This is an optimization exercise on Yosys and OpenROAD, whose aim is small area, not a production implementation.
Only simulation tests tie the RTL to the original design; equivalence was not proved.
Power and IR drop assume default switching activity. The flow treats the clock pin as an ideal source, which a real chip does not have.

## build 55
## cam
module cam #(parameter WIDTH = 32, parameter ADDR_WIDTH = 5)
  (
   input                         clk_i,
   input                         rst_i,
   input                         read_enable_i,
   input  [ADDR_WIDTH - 1 : 0]   read_index_i,
   input                         write_enable_i,
   input  [ADDR_WIDTH - 1 : 0]   write_index_i,
   input  [WIDTH - 1 : 0]        write_data_i,
   input                         search_enable_i,
   input  [WIDTH - 1 : 0]        search_data_i,
   output logic                  read_valid_o,
   output logic [WIDTH - 1 : 0]  read_value_o,
   output logic                  search_valid_o,
   output logic [ADDR_WIDTH - 1 : 0] search_index_o
   );
Size in the first run: ~1100 flip-flops, about 120 I/O pins, roughly 0.049 mm^2 of cells after synthesis.
clock: 10.0 ns
lec_check: 0
cap_margin: 0
core_margin: 2
core_utilization: 60
setup_slack_margin: 0.3
slew_margin: 0
synth_hierarchical: 1
synth_minimum_keep_size: 0
standard.sh (not shown) runs the stock make flow with config.mk's settings and CLKGATE_MAP_FILE= SYNTH_SCRIPT=/design/flow/synth_recipe.tcl, a recipe that flattens the netlist after the stock synthesis.
==> flow/flow/run.sh <==
#!/bin/bash
# Own flow: the standard layout (standard.sh), with these changes:
#  - the port buffers are sky130 buf_2 cells instead of the resizer's default
#  - clock tree: larger sink clusters on clkbuf_16, no dummy loads
# Each step's full output goes to the ORFS logs under orfs/logs/, and
# standard.sh's own output to standard.log in this folder.
set -euo pipefail
export BUFFER_PORTS_ARGS="-buffer_cell sky130_fd_sc_hd__buf_2"
export CTS_ARGS="-sink_clustering_enable -repair_clock_nets -sink_clustering_size 30 -sink_clustering_max_diameter 90 -buf_list sky130_fd_sc_hd__clkbuf_16 -dont_use_dummy_load"
bash standard.sh finish > standard.log 2>&1
[inputs] build 70 vs build 55
--- a/flow/flow/run.sh
+++ b/flow/flow/run.sh
@@ -4,2 +4,3 @@
 #  - clock tree: larger sink clusters on clkbuf_16, no dummy loads
+#  - power recovery after global routing downsizes cells with slack to spare
 # Each step's full output goes to the ORFS logs under orfs/logs/, and
@@ -8,3 +9,4 @@
 export BUFFER_PORTS_ARGS="-buffer_cell sky130_fd_sc_hd__buf_2"
-export CTS_ARGS="-sink_clustering_enable -repair_clock_nets -sink_clustering_size 30 -sink_clustering_max_diameter 90 -buf_list sky130_fd_sc_hd__clkbuf_16 -dont_use_dummy_load"
+export CTS_ARGS="-sink_clustering_enable -repair_clock_nets -sink_clustering_size 28 -sink_clustering_max_diameter 80 -buf_list sky130_fd_sc_hd__clkbuf_16 -dont_use_dummy_load"
+export RECOVER_POWER=100
 bash standard.sh finish > standard.log 2>&1
Findings:
- In build 70 the implementation completed, yet the final layout does not meet the checks, the culprit being max-capacitance violations, max-slew violations.
- Shortest period the worst path allows delta for build 70 relative to build 55: 1.01 ns higher
- Build 55 -> build 70: cell area flat
- Via count (build 70 vs. build 55) increases slightly
- Compared with build 55, in build 70 data arrival time of the critical path +1.01 ns; global-route usage flat.
For build 64, these inputs were changed with respect to build 70:
- setting CTS_CLUSTER_SIZE to 28 for the first time
- setting CTS_BUF_LIST to sky130_fd_sc_hd__clkbuf_16 for the first time
- setting CTS_CLUSTER_DIAMETER to 80 for the first time
==> flow/run.sh (new file) <==
#!/bin/bash
# synth_recipe.tcl (not shown) runs the flow's synth.tcl, then flattens the netlist and writes it again
# the make line also repeats each setting of config.mk as NAME=value (left out here)
make -C /OpenROAD-flow-scripts/flow DESIGN_CONFIG=/design/flow/config.mk WORK_HOME=/design/flow/orfs CLKGATE_MAP_FILE= SYNTH_SCRIPT=/design/flow/synth_recipe.tcl finish
removed: flow/flow/run.sh
removed: flow/standard.sh
Results
Every stage of the flow completed for build 64, and the final layout passed the timing, design-rule and antenna checks.
Going from build 70 to build 64, achievable frequency now sits higher; area overhead of the layout relative to synthesis has increased.
[build 64] pre-CTS setup slack fell 0.49 ns relative to build 70
Note that the non-clock buffer count recorded for build 64 amounts to 1.11 times the value seen in build 70.
What build 44 does differently from build 64 at the input level:
- CTS_CLUSTER_DIAMETER removed (was 80)
- CTS_BUF_LIST removed (was sky130_fd_sc_hd__clkbuf_16)
- CORE_UTILIZATION changed from 60 to 67
- CTS_CLUSTER_SIZE removed (was 28)
==> flow/flow/run.sh (new file) <==
#!/bin/bash
# Own flow: the standard layout (standard.sh), with these changes:
#  - the port buffers are sky130 buf_2 cells instead of the resizer's default
#  - clock tree: larger sink clusters on clkbuf_16, no dummy loads
# Each step's full output goes to the ORFS logs under orfs/logs/, and
# standard.sh's own output to standard.log in this folder.
set -euo pipefail
export BUFFER_PORTS_ARGS="-buffer_cell sky130_fd_sc_hd__buf_2"
export CTS_ARGS="-sink_clustering_enable -repair_clock_nets -sink_clustering_size 30 -sink_clustering_max_diameter 90 -buf_list sky130_fd_sc_hd__clkbuf_16 -dont_use_dummy_load"
bash standard.sh finish > standard.log 2>&1
==> flow/standard.sh (new file) <==
#!/bin/bash
# synth_recipe.tcl (not shown) runs the flow's synth.tcl, then flattens the netlist and writes it again
# the make line also repeats each setting of config.mk as NAME=value (left out here)
make -C /OpenROAD-flow-scripts/flow DESIGN_CONFIG=/design/flow/config.mk WORK_HOME=/design/flow/orfs CLKGATE_MAP_FILE= SYNTH_SCRIPT=/design/flow/synth_recipe.tcl "${@:-finish}"
removed: flow/run.sh
### Flow results
Net switching fraction of the power sits lower in build 44 than in build 64. What build 64 reported for largest fanout on the critical path has to be multiplied by 1.5 to get the figure for build 44. [compare] base=build 64 new=build 44: via count saw an increase; first-iteration detailed-routing DRC count +562; maximum frequency +5.1%; minimum setup slack in the final design went up 0.41 ns. Of the two values seen for first element of the critical path, search_data_i[28] was produced by build 64 and search_data_i[7] by build 44.
Setup changes, build 44 to build 78
- CTS_BUF_LIST: unset -> sky130_fd_sc_hd__clkbuf_8
- CORE_UTILIZATION: 67 -> 60
- CTS_CLUSTER_SIZE: unset -> 16
- CTS_CLUSTER_DIAMETER: unset -> 50
==> flow/run.sh (new file) <==
#!/bin/bash
# synth_recipe.tcl (not shown) runs the flow's synth.tcl, then flattens the netlist and writes it again
# the make line also repeats each setting of config.mk as NAME=value (left out here)
make -C /OpenROAD-flow-scripts/flow DESIGN_CONFIG=/design/flow/config.mk WORK_HOME=/design/flow/orfs CLKGATE_MAP_FILE= SYNTH_SCRIPT=/design/flow/synth_recipe.tcl finish
removed: flow/flow/run.sh
removed: flow/standard.sh
==> comparison <==
Fill cell total of the finished layout: build 78 vs build 44 up 977. The cell area of build 78 exceeds that of build 44 by 4.3%. The slowest cell on the critical path comes out buf_2 in one run and nor4_1 in the other, namely in build 44 and build 78 respectively. Diff build 44 -> build 78: worst hold slack climbed 0.0066 ns; number of placed instances, taps included climbed 141; switching power climbed 0.48 mW; clock share of power climbed 9.0 points; total iterations of the first detailed-routing run dropped 2.

[separate check: timing with driven ports]
The results above use ideal ports. As a check the final layouts listed here were re-extracted and re-timed, cells and wires unchanged.
Step 1 assumes that a clkbuf_16 drives the clock port and a buf_2 every other input.
Step 2 moves the port delays by t, midway between the first and last clock arrival at a register: inputs arrive t later, outputs are due t later. That takes back most of the time a late clock gives input paths.
Three values: ideal ports, drivers, drivers and shift; two values: the first two.
run	t, ns	slack for setup (ns)	latest minus earliest clock arrival (ns)	max-slew violations
build 55	0.702	2.033 / 2.007 / 2.007	0.040 / 0.039	0 / 0
build 70	0.695	1.023 / 0.989 / 0.989	0.087 / 0.086	2133 / 2165
build 64	0.712	1.553 / 1.529 / 1.529	0.037 / 0.036	0 / 0
build 44	0.681	1.965 / 1.942 / 1.942	0.055 / 0.056	0 / 0
build 78	0.823	1.620 / 1.596 / 1.596	0.042 / 0.042	0 / 0
With drivers on, slew violations rise in build 70. For build 70, which loses most, drivers alone change the setup slack by -0.034 ns; drivers and shift together by -0.034 ns.
